Context: an optimization exercise on an open-source flow, tuned for small area. The choices shown serve that exercise and are no tape-out recipe. Function was not checked in any run shown here: the RTL went through the layout flow alone. Power figures rest on the tool's default switching activity, not on a simulated workload.

## flow/design.v

```verilog
module ALU_microprocessor (
  input      [ 5:0]   alu_ctrl  ,
  input      [31:0]   in_1      ,
  input      [31:0]   in_2      ,
  input               alu_clk   ,
  output     [31:0]   alu_rslt  ,
  output     [ 4:0]   alu_checks
);
  wire [31:0] a = in_1, b = in_2;
  wire [5:0] op = alu_ctrl;
  reg [3:0] pt; reg xa, xb, ra, rb, rora, rorb, c_one, c_a31, c_b31, c_a1, c_b1;
  reg csel_c, csel_r31, csel_r0, vsel;
  always @* begin
    pt = 4'b0000; xa = 0; xb = 0; ra = 0; rb = 0; rora = 0; rorb = 0;
    c_one = 0; c_a31 = 0; c_b31 = 0; c_a1 = 0; c_b1 = 0;
    csel_c = 0; csel_r31 = 0; csel_r0 = 0; vsel = 0;
    case (op)
      6'd0: begin pt = 4'b0110; xa = 1; csel_c = 1; vsel = 1; end
      6'd1: begin pt = 4'b1001; xa = 1; c_one = 1; csel_c = 1; vsel = 1; end
      6'd2: pt = 4'b1100;
      6'd3: pt = 4'b1010;
      6'd4: begin pt = 4'b1100; xa = 1; c_one = 1; csel_c = 1; end
      6'd5: begin pt = 4'b1010; xb = 1; c_one = 1; csel_c = 1; end
      6'd6: begin pt = 4'b0011; xa = 1; csel_r31 = 1; end
      6'd7: begin pt = 4'b0101; xb = 1; csel_r31 = 1; end
      6'd8: pt = 4'b1000;
      6'd9: pt = 4'b1110;
      6'd10: pt = 4'b0111;
      6'd11: pt = 4'b0001;
      6'd12: pt = 4'b1001;
      6'd13: pt = 4'b0110;
      6'd14: pt = 4'b0011;
      6'd15: pt = 4'b0101;
      6'd16: begin xa = 1; csel_r31 = 1; end
      6'd17: begin xb = 1; csel_r31 = 1; end
      6'd18, 6'd19: begin ra = 1; c_a1 = 1; csel_r0 = 1; end
      6'd20: begin xa = 1; c_a31 = 1; end
      6'd21: begin xb = 1; c_b31 = 1; end
      6'd22: begin ra = 1; rora = 1; c_a1 = 1; end
      6'd23: begin rb = 1; rorb = 1; c_b1 = 1; end
      default: ;
    endcase
  end
  wire [31:0] s, pp, gg;    
  wire [32:0] c;             
  wire [32:0] cr;            
  assign c[0] = c_one | (c_a31 & a[31]) | (c_b31 & b[31]) | (c_a1 & a[1]) | (c_b1 & b[1]);
  wire [31:0] an = {1'b0, rora & a[0], a[31:2]};
  wire [31:0] bn = {1'b0, rorb & b[0], b[31:2]};
  wire [3:0] ptn = ~pt;
  genvar i;
  generate for (i = 0; i < 32; i = i + 1) begin : gb
    if (i % 2 == 0) begin : ev
      alu_bit_e u (.a(a[i]), .b(b[i]), .an(an[i]), .bn(bn[i]), .pt(pt), .xa(xa), .xb(xb),
                   .ra(ra), .rb(rb), .c(c[i]), .s(s[i]), .p(pp[i]), .g(gg[i]));
      alu_cc_e k (.p(pp[i]), .g(gg[i]), .c(c[i]), .cn(cr[i+1]));
    end else begin : od
      alu_bit_o u (.a(a[i]), .b(b[i]), .an(an[i]), .bn(bn[i]), .ptn(ptn), .xa(xa), .xb(xb),
                   .ra(ra), .rb(rb), .cn(c[i]), .s(s[i]), .pn(pp[i]), .gn(gg[i]));
      alu_cc_o k (.pn(pp[i]), .gn(gg[i]), .cn(c[i]), .c(cr[i+1]));
    end
  end endgenerate
  wire [22:11] gc10;
  assign gc10[11] = ~gg[10];
  alu_cc_o gk10_11 (.pn(pp[11]), .gn(gg[11]), .cn(gc10[11]), .c(gc10[12]));
  alu_cc_e gk10_12 (.p(pp[12]), .g(gg[12]), .c(gc10[12]), .cn(gc10[13]));
  alu_cc_o gk10_13 (.pn(pp[13]), .gn(gg[13]), .cn(gc10[13]), .c(gc10[14]));
  alu_cc_e gk10_14 (.p(pp[14]), .g(gg[14]), .c(gc10[14]), .cn(gc10[15]));
  alu_cc_o gk10_15 (.pn(pp[15]), .gn(gg[15]), .cn(gc10[15]), .c(gc10[16]));
  alu_cc_e gk10_16 (.p(pp[16]), .g(gg[16]), .c(gc10[16]), .cn(gc10[17]));
  alu_cc_o gk10_17 (.pn(pp[17]), .gn(gg[17]), .cn(gc10[17]), .c(gc10[18]));
  alu_cc_e gk10_18 (.p(pp[18]), .g(gg[18]), .c(gc10[18]), .cn(gc10[19]));
  alu_cc_o gk10_19 (.pn(pp[19]), .gn(gg[19]), .cn(gc10[19]), .c(gc10[20]));
  alu_cc_e gk10_20 (.p(pp[20]), .g(gg[20]), .c(gc10[20]), .cn(gc10[21]));
  alu_cc_o gk10_21 (.pn(pp[21]), .gn(gg[21]), .cn(gc10[21]), .c(gc10[22]));
  wire pb10 = pp[10] & ~pp[11] & pp[12] & ~pp[13] & pp[14] & ~pp[15] & pp[16] & ~pp[17] & pp[18] & ~pp[19] & pp[20] & ~pp[21];
  assign c[1] = cr[1];
  assign c[2] = cr[2];
  assign c[3] = cr[3];
  assign c[4] = cr[4];
  assign c[5] = cr[5];
  assign c[6] = cr[6];
  assign c[7] = cr[7];
  assign c[8] = cr[8];
  assign c[9] = cr[9];
  assign c[10] = cr[10];
  assign c[11] = cr[11];
  assign c[12] = cr[12];
  assign c[13] = cr[13];
  assign c[14] = cr[14];
  assign c[15] = cr[15];
  assign c[16] = cr[16];
  assign c[17] = cr[17];
  assign c[18] = cr[18];
  assign c[19] = cr[19];
  assign c[20] = cr[20];
  assign c[21] = cr[21];
  alu_sk_t sk10 (.p(pb10), .g(gc10[22]), .c(c[10]), .co(c[22]));
  assign c[23] = cr[23];
  assign c[24] = cr[24];
  assign c[25] = cr[25];
  assign c[26] = cr[26];
  assign c[27] = cr[27];
  assign c[28] = cr[28];
  assign c[29] = cr[29];
  assign c[30] = cr[30];
  assign c[31] = cr[31];
  assign c[32] = cr[32];
  wire [31:0] rn = s;
  wire Cn = (csel_c & c[32]) | (csel_r31 & rn[31]) | (csel_r0 & rn[0]);
  wire Vn = vsel & ~(c[32] ^ c[31]);
  wire Nn = (op < 6'd20) & rn[31];
  reg [31:0] r; reg C, V, N;
  always @(posedge alu_clk) begin r <= rn; C <= Cn; V <= Vn; N <= Nn; end
  assign alu_rslt = r;
  wire par, zer;
  alu_par32 up (.r(r), .par(par));
  alu_zero32 uz (.r(r), .z(zer));
  assign alu_checks = {par, V, zer, C, N};
endmodule
module alu_bit_e (
  input a, b, an, bn,
  input [3:0] pt,
  input xa, xb, ra, rb, c,
  output s, p, g
);
  assign p = a ? (b ? pt[3] : pt[2]) : (b ? pt[1] : pt[0]);
  wire x = (a & xa) | (b & xb) | (an & ra) | (bn & rb);
  assign g = x & ~p;
  assign s = p ^ c;
endmodule
module alu_bit_o (
  input a, b, an, bn,
  input [3:0] ptn,
  input xa, xb, ra, rb, cn,
  output s, pn, gn
);
  assign pn = a ? (b ? ptn[3] : ptn[2]) : (b ? ptn[1] : ptn[0]);
  wire x = (a & xa) | (b & xb) | (an & ra) | (bn & rb);
  assign gn = ~(x & pn);
  assign s = pn ^ cn;
endmodule
module alu_par32 (input [31:0] r, output par);
  assign par = ^r;
endmodule
module alu_zero32 (input [31:0] r, output z);
  assign z = ~|r;
endmodule
module alu_cc_e (input p, g, c, output cn);
  assign cn = ~(g | (p & c));
endmodule
module alu_cc_o (input pn, gn, cn, output c);
  assign c = ~(gn & (pn | cn));
endmodule
module alu_sk_t (input p, g, c, output co);
  assign co = g | (p & c);
endmodule
module alu_sk_n (input p, gn, cn, output con);
  assign con = gn & (~p | cn);
endmodule
```

## flow/run.sh

```bash
#!/bin/bash
# synth_recipe.tcl (not shown) runs the flow's synth.tcl, then flattens the netlist and writes it again
# the make line also repeats each setting of config.mk as NAME=value (left out here)
make -C /OpenROAD-flow-scripts/flow DESIGN_CONFIG=/design/flow/config.mk WORK_HOME=/design/flow/orfs CLKGATE_MAP_FILE= SYNTH_SCRIPT=/design/flow/synth_recipe.tcl finish
```

## flow/config.mk

```make
export PLATFORM = sky130hd
export DESIGN_NAME = ALU_microprocessor
export DESIGN_NICKNAME = ALU_microprocessor
export VERILOG_FILES = /design/flow/design.v
export SDC_FILE = /design/flow/constraint.sdc
export NUM_CORES = 4
export LEC_CHECK = 0
export CAP_MARGIN = 20
export CORE_MARGIN = 2
export CORE_UTILIZATION = 40
export SLEW_MARGIN = 20
export SYNTH_HIERARCHICAL = 1
```

## flow/constraint.sdc

```tcl
create_clock -name core_clock -period 7.0 [get_ports {alu_clk}]
set_input_delay 1.4000 -clock core_clock [delete_from_list [all_inputs] [get_ports {alu_clk}]]
set_output_delay 1.4000 -clock core_clock [all_outputs]
set_load 0.01 [all_outputs]
```

==> results of run 1 <==
[Yosys stat by module, one instance, submodules excluded]
module | area [um^2] | flops+latches
alu_bit_e | 51.3 | 0
alu_zero32 | 72.6 | 0
alu_cc_e | 8.76 | 0
alu_par32 | 272 | 0
alu_cc_o | 5.00 | 0
alu_bit_o | 55.1 | 0
ALU_microprocessor | 1270 | 35
alu_sk_t | 7.51 | 0
[cells in the final DEF, fill, tap and decap left out, types with 4 or more instances in the layout]
master | Yosys | final
clkdlybuf4s50_1 | 0 | 105
buf_4 | 5 | 65
dfxtp_1 | 35 | 35
xor2_1 | 35 | 35
mux4_2 | 32 | 32
a22oi_1 | 32 | 32
xnor2_1 | 30 | 30
a21oi_2 | 21 | 21
a21oi_1 | 19 | 18
o21ai_0 | 20 | 18
a22o_1 | 17 | 17
o21ai_2 | 0 | 16
a22o_2 | 16 | 16
o21ai_1 | 22 | 8
nor4_1 | 7 | 7
nor2_1 | 6 | 6
clkbuf_8 | 0 | 5
nand3b_1 | 4 | 4
[state kept, by name (all words and copies together), names as in the netlist]
name  flops
C         1
V         1
N         1
r        32
[power by group]
part,total (mW),internal [mW],switching (mW)
sequential,0.259,0.229,0.0302
combinational,0.554,0.307,0.247
clock,0.179,0.104,0.0749
[kinds of logic (layout without fill, tap and decap cells)]
logic type      after synthesis  after routing  synth area share
buf+inv                      15            188            0.0284
simple gates                 49             49            0.0876
mux                          33             33             0.202
fa+ha+maj                     6              6            0.0208
other cells                   1              2           0.00104
compound gates              153            153             0.304
flops                        35             35             0.194
xor+xnor                     66             66             0.162
[timing repair]
action | CTS | global route
setup buffers | 0 | 14
setup endpoints to repair | 0 | 6
resized for setup | 0 | 35
[cell type report]
| class | instances | area share |
|---|---|---|
| clock buffer | 6 | 0.0132 |
| clock inverter | 1 | 0.00544 |
| inverter | 6 | 0.00408 |
| multi-input combinational | 309 | 0.534 |
| sequential | 35 | 0.127 |
| tap | 108 | 0.0245 |
| timing repair buffer | 175 | 0.291 |
[routing by layer]
| metal | vias to the layer above | part of all wire |
|---|---|---|
| met5 | - | 0 |
| li1 | 1781 | - |
| met2 | 141 | 0.49 |
| met3 | 11 | 0.062 |
| met4 | 0 | 0.013 |
| met1 | 1833 | 0.43 |
[final timing paths]
path | startpoint | end
setup / recovery | alu_ctrl[3] | C
hold / removal | alu_ctrl[1] | V
[per-stage QoR]
stage / setup WS, ns / util
after floorplan: 0.0310 / -
after detailed placement: -0.116 / 0.597
after global placement: 0.0110 / 0.597
final: 0.343 / 0.632
after global routing: -0.0352 / 0.632
after CTS: 0.160 / 0.608
==> results_dict.tcl, run 1 <==
set metrics [dict create \
    use_met2 0.398 \
    grt_max_degree 22 \
    placed_area_mm2 0.00520 \
    drtIter0Drc 174 \
    nNetsFinal 609 \
    clk_path_buf_depth 2 \
    async_reset_ff_frac 0 \
    netlist_top_cells_count "dfxtp_1 (35), xor2_1 (35), a22oi_1 (32), mux4_2 (32), xnor2_1 (30)" \
    fmax_mhz 150 \
    drv_slew 0 \
    crit_slowest_cell "clkdlybuf4s50_1" \
    portBuffers 107 \
    crit_buf_inv 4 \
    antenna_found_initial 0 \
    dp_hpwl_mm 9.47 \
    ant_nets 0 \
    syn-cell-area_mm2 0.00361 \
    cpLargestDelayFamily "compound AO/OA/AOI/OAI gates" \
    hold_viol 0 \
    synth_top_cell_by_area "mux4_2" \
    relSlewSlack 0.583 \
    end_kind "flop" \
    ys_seq_area_frac 0.194 \
    drc_errors 0 \
    p_total_mw 0.992 \
    max_stage_delay_ns 0.68 \
    hold_path_depth 3 \
    vias 3766 \
    dp_cells 620 \
    p_leak_nw 2.05 \
    io_pins 108 \
    worst-path-stages 32 \
    fin_tns_setup_ns 0 \
    synth_edf_count 0 \
    arrival_ns 6.87 \
    htreeDepth 2 \
    postCtsHoldBufs 0 \
    instances_no_fill 640 \
    netlist.area_leader.share 0.199 \
    synthTopCellsByArea "mux4_2 (20%), dfxtp_1 (19%), xor2_1 (8.5%), xnor2_1 (7.3%), a22oi_1 (6.6%)" \
    syn_avg_cell_area_um2 10.1 \
    grt_pass1_vias 3731 \
    cp.required_ns 7.21 \
    regArea_um2 701 \
    grt_pass1_wl_mm 19.2 \
    grt.overflow.total 0 \
    worst_slew_pin_slew_ns 0.623 \
    grt_usage 0.248 \
    tritoncts "built" \
    hold_path.class "in2reg" \
    synth_ff_type "dfxtp_1" \
    ir_worst_vdd_mv 0.150 \
    fill_cells 751 \
    cap_violations 0 \
    layout-drive-gt1-share 0.338 \
    path_max_fanout 8 \
    finish.instance_area_mm2 0.00552 \
    cts-root-buf "clkbuf_8" \
    core_mm2 0.00872 \
    rows 34 \
    die_x_um 99.0 \
    period_minus_slack_ns 6.66 \
    die_h_um 99.0 \
    setup_viol 0 \
    grt_busiest_layer "met2" \
    ys_seq_elements 35 \
    numCtsBuffers 5 \
    first_pass_iters 5 \
    syn_to_final_growth_pct 52.6 \
    period_share 0.951 \
    outcome "complete, no violations" \
    wl_per_cell_um 19.3 \
    initial_core_util 0.414 \
    drt-total-wl_mm 12.4 \
    antenna_cells 0 \
    holdWs_ns 1.50 \
    viasPerCell 5.88 \
    syn_inst 358 \
    cts_sinks 35 \
    clk_pin_slew_ns 0.07 \
    crit_type "in2reg" \
    place.gp.congestion 0.912 \
    multi_input_area_mm2 0.00295 \
    gr-usage-met3 0.0291 \
    dieArea_mm2 0.00981 \
    synth_warnings 7 \
    critPathLaunchType "input port" \
    ys_types 44 \
    power.density_mw_per_mm2 180 \
    use_met1 0.349 \
]
==> run 2: changes to the inputs <==
==> flow/flow/run.sh (new file) <==
#!/bin/bash
set -euo pipefail
export BUFFER_PORTS_ARGS="-buffer_cell sky130_fd_sc_hd__buf_1"
bash standard.sh > standard_flow.log 2>&1
==> flow/standard.sh (new file) <==
#!/bin/bash
# synth_recipe.tcl (not shown) runs the flow's synth.tcl, then flattens the netlist and writes it again
# the make line also repeats each setting of config.mk as NAME=value (left out here)
make -C /OpenROAD-flow-scripts/flow DESIGN_CONFIG=/design/flow/config.mk WORK_HOME=/design/flow/orfs CLKGATE_MAP_FILE= SYNTH_SCRIPT=/design/flow/synth_recipe.tcl "${@:-finish}"
removed: flow/run.sh
==> results_dict.tcl, run 2 <==
set metrics [dict create \
    outcome "complete, no violations" \
    grt_pass1_wl_mm 17.8 \
    async_reset_ff_frac 0 \
    crit_type "in2reg" \
    drc_errors 0 \
    syn_inst 358 \
    place.gp.congestion 0.941 \
    syn_to_final_growth_pct 24.1 \
    end_kind "flop" \
    drtIter0Drc 244 \
    wl_per_cell_um 18.7 \
    setup_slack_ns 0.447 \
    synth_top_cell_by_area "mux4_2" \
    p_leak_nw 1.55 \
    nNetsFinal 574 \
    synthTopCellsByArea "mux4_2 (20%), dfxtp_1 (19%), xor2_1 (8.5%), xnor2_1 (7.3%), a22oi_1 (6.6%)" \
    netlist.area_leader.share 0.199 \
    post-place-ws_ns -0.0622 \
    worst_slew_pin_slew_ns 0.532 \
    critPathLaunchType "input port" \
    ant_nets 0 \
    htreeDepth 2 \
    portBuffers 107 \
    die_h_um 99.0 \
    netlist_top_cells_count "dfxtp_1 (35), xor2_1 (35), a22oi_1 (32), mux4_2 (32), xnor2_1 (30)" \
    cp.required_ns 7.22 \
    ys_seq_area_frac 0.194 \
    grt_pass1_vias 3551 \
    ir_worst_vdd_mv 0.0660 \
    final_common_cell "buf_1" \
    power.density_mw_per_mm2 187 \
    clk_path_buf_depth 2 \
    fmax_mhz 153 \
    synth_edf_count 0 \
    io_pins 108 \
    antenna_found_initial 0 \
    core_mm2 0.00872 \
    grt.overflow.total 0 \
    setup_viol 0 \
    holdWs_ns 1.45 \
    rows 34 \
    layout-drive-gt1-share 0.259 \
    fill_cells 847 \
    tritoncts "built" \
    first_pass_iters 5 \
    finalCoreUtilization 0.514 \
    relSlewSlack 0.642 \
    postCtsHoldBufs 0 \
    ys_types 44 \
    fin_tns_setup_ns 0 \
    initial_core_util 0.414 \
    dp_hpwl_mm 8.78 \
    cap_violations 0 \
    ys_seq_elements 35 \
    period_share 0.936 \
    cts-root-buf "clkbuf_8" \
    crit_top_cell "a21oi_2" \
    largest_reg_flops 32 \
    arrival_ns 6.78 \
    vias 3692 \
    path_max_fanout 5 \
    max_stage_delay_ns 0.48 \
    instances_no_fill 606 \
    regArea_um2 701 \
    clk_pin_slew_ns 0.08 \
    hold_path.class "in2reg" \
    top_register "r" \
    antenna_cells 0 \
    syn_avg_cell_area_um2 10.1 \
    crit_slowest_cell "mux4_2" \
    numCtsBuffers 5 \
    viasPerCell 6.09 \
    grt_max_degree 19 \
    syn-cell-area_mm2 0.00361 \
    final_cell_mix "buf_1 (106), dfxtp_1 (35), xor2_1 (34)" \
    grt_usage 0.227 \
    drv_slew 0 \
    dp_cells 595 \
    synth_ff_type "dfxtp_1" \
    synth_warnings 7 \
    multi_input_area_mm2 0.00289 \
    period_minus_slack_ns 6.55 \
    dieArea_mm2 0.00981 \
    drt-total-wl_mm 11.3 \
    cts_sinks 35 \
    hold_viol 0 \
    die_x_um 99.0 \
]
run 2: stage by stage:
| step | area (um^2) | power, mW |
|---|---|---|
| global route | 4480 | 0.897 |
| CTS | 4410 | 0.843 |
| detailed placement | 4320 | 0.690 |
| floorplan | 3630 | 0.578 |
| global placement | 4320 | 0.679 |
| finish | 4480 | 0.839 |
run 2: cell families (layout without fill, tap and decap cells):
logic type               after synthesis  count (layout)  share of synthesized area
flip-flops                            35              35                      0.194
buffers and inverters                 15             154                     0.0284
adder cells (fa/ha/maj)                6               6                     0.0208
AO/OA/AOI/OAI                        153             153                      0.304
other                                  1               2                    0.00104
multiplexers                          33              33                      0.202
XOR/XNOR                              66              66                      0.162
AND/OR/NAND/NOR                       49              49                     0.0876
run 2: worst max-delay path: cells and delay by family:
family	cells	cell delay, ns
compound gates	25	3.69
xor+xnor	1	0.24
mux	1	0.48
fa+ha+maj	1	0.20
buf+inv	3	0.44
simple gates	3	0.33
run 2: cell type report:
type | count | area share
tap | 108 | 0.0301
clock inverter | 3 | 0.00446
sequential | 35 | 0.156
clock buffer | 5 | 0.0153
timing repair buffer | 140 | 0.145
multi-input combinational | 309 | 0.644
inverter | 6 | 0.00502
run 2: modules after synthesis, one instance, submodules excluded:
module	times used	cell area, um^2
alu_cc_e	21	8.76
alu_zero32	1	72.6
alu_bit_o	16	55.1
alu_sk_t	1	7.51
alu_par32	1	272
alu_cc_o	21	5.00
ALU_microprocessor	1	1270
alu_bit_e	16	51.3
run 2: power by group:
group	internal, mW	switching [mW]	total [mW]
registers	0.228	0.0288	0.257
logic	0.195	0.235	0.430
clock network	0.0693	0.0831	0.152
run 2: layer usage:
layer  wire length [um]  GRT usage
met2               5500      0.372
met5                  0          0
met3                869     0.0298
met4                195     0.0601
met1               4770      0.316
run 2: path summary, 6_finish.rpt:
check | from | end | slack (ns) | depth (start not counted)
setup / recovery | alu_ctrl[1] | C | 0.45 | 34
hold / removal | alu_ctrl[1] | V | 1.45 | 3
run 2: repair_timing:
item / 4_1_cts / 5_1_grt
endpoints found under the hold margin: 0 / 0
setup endpoints to repair: 0 / 4
buffers inserted: 0 / 3
gates resized for setup: 0 / 10

==> static timing again, ports no longer ideal <==
In the flow no input, the clock included, has a driving cell. The finished layouts below were timed again as built, in two steps.
Step 1: set_driving_cell puts a clkbuf_16 on alu_clk and a buf_2 on each other input, an assumption about the parent block.
Step 2 times the ports against the registers' clock, not the clock port: input delays grow and output delays shrink by t, the midpoint of the rising clock arrivals with the driver on.
a / b / c = ideal / step 1 / step 2; a / b = the first two.
run	t, ns	setup slack, ns	hold slack, ns	clock arrival spread, ns
run 1	0.317	0.343 / 0.352 / 0.035	1.496 / 1.485 / 1.802	0.007 / 0.007
run 2	0.323	0.447 / 0.457 / 0.134	1.447 / 1.440 / 1.762	0.007 / 0.007
After both steps setup and hold are still met in every run listed. The setup slack of run 2, which loses most, moves by +0.010 ns with the drivers and by -0.313 ns with both steps.
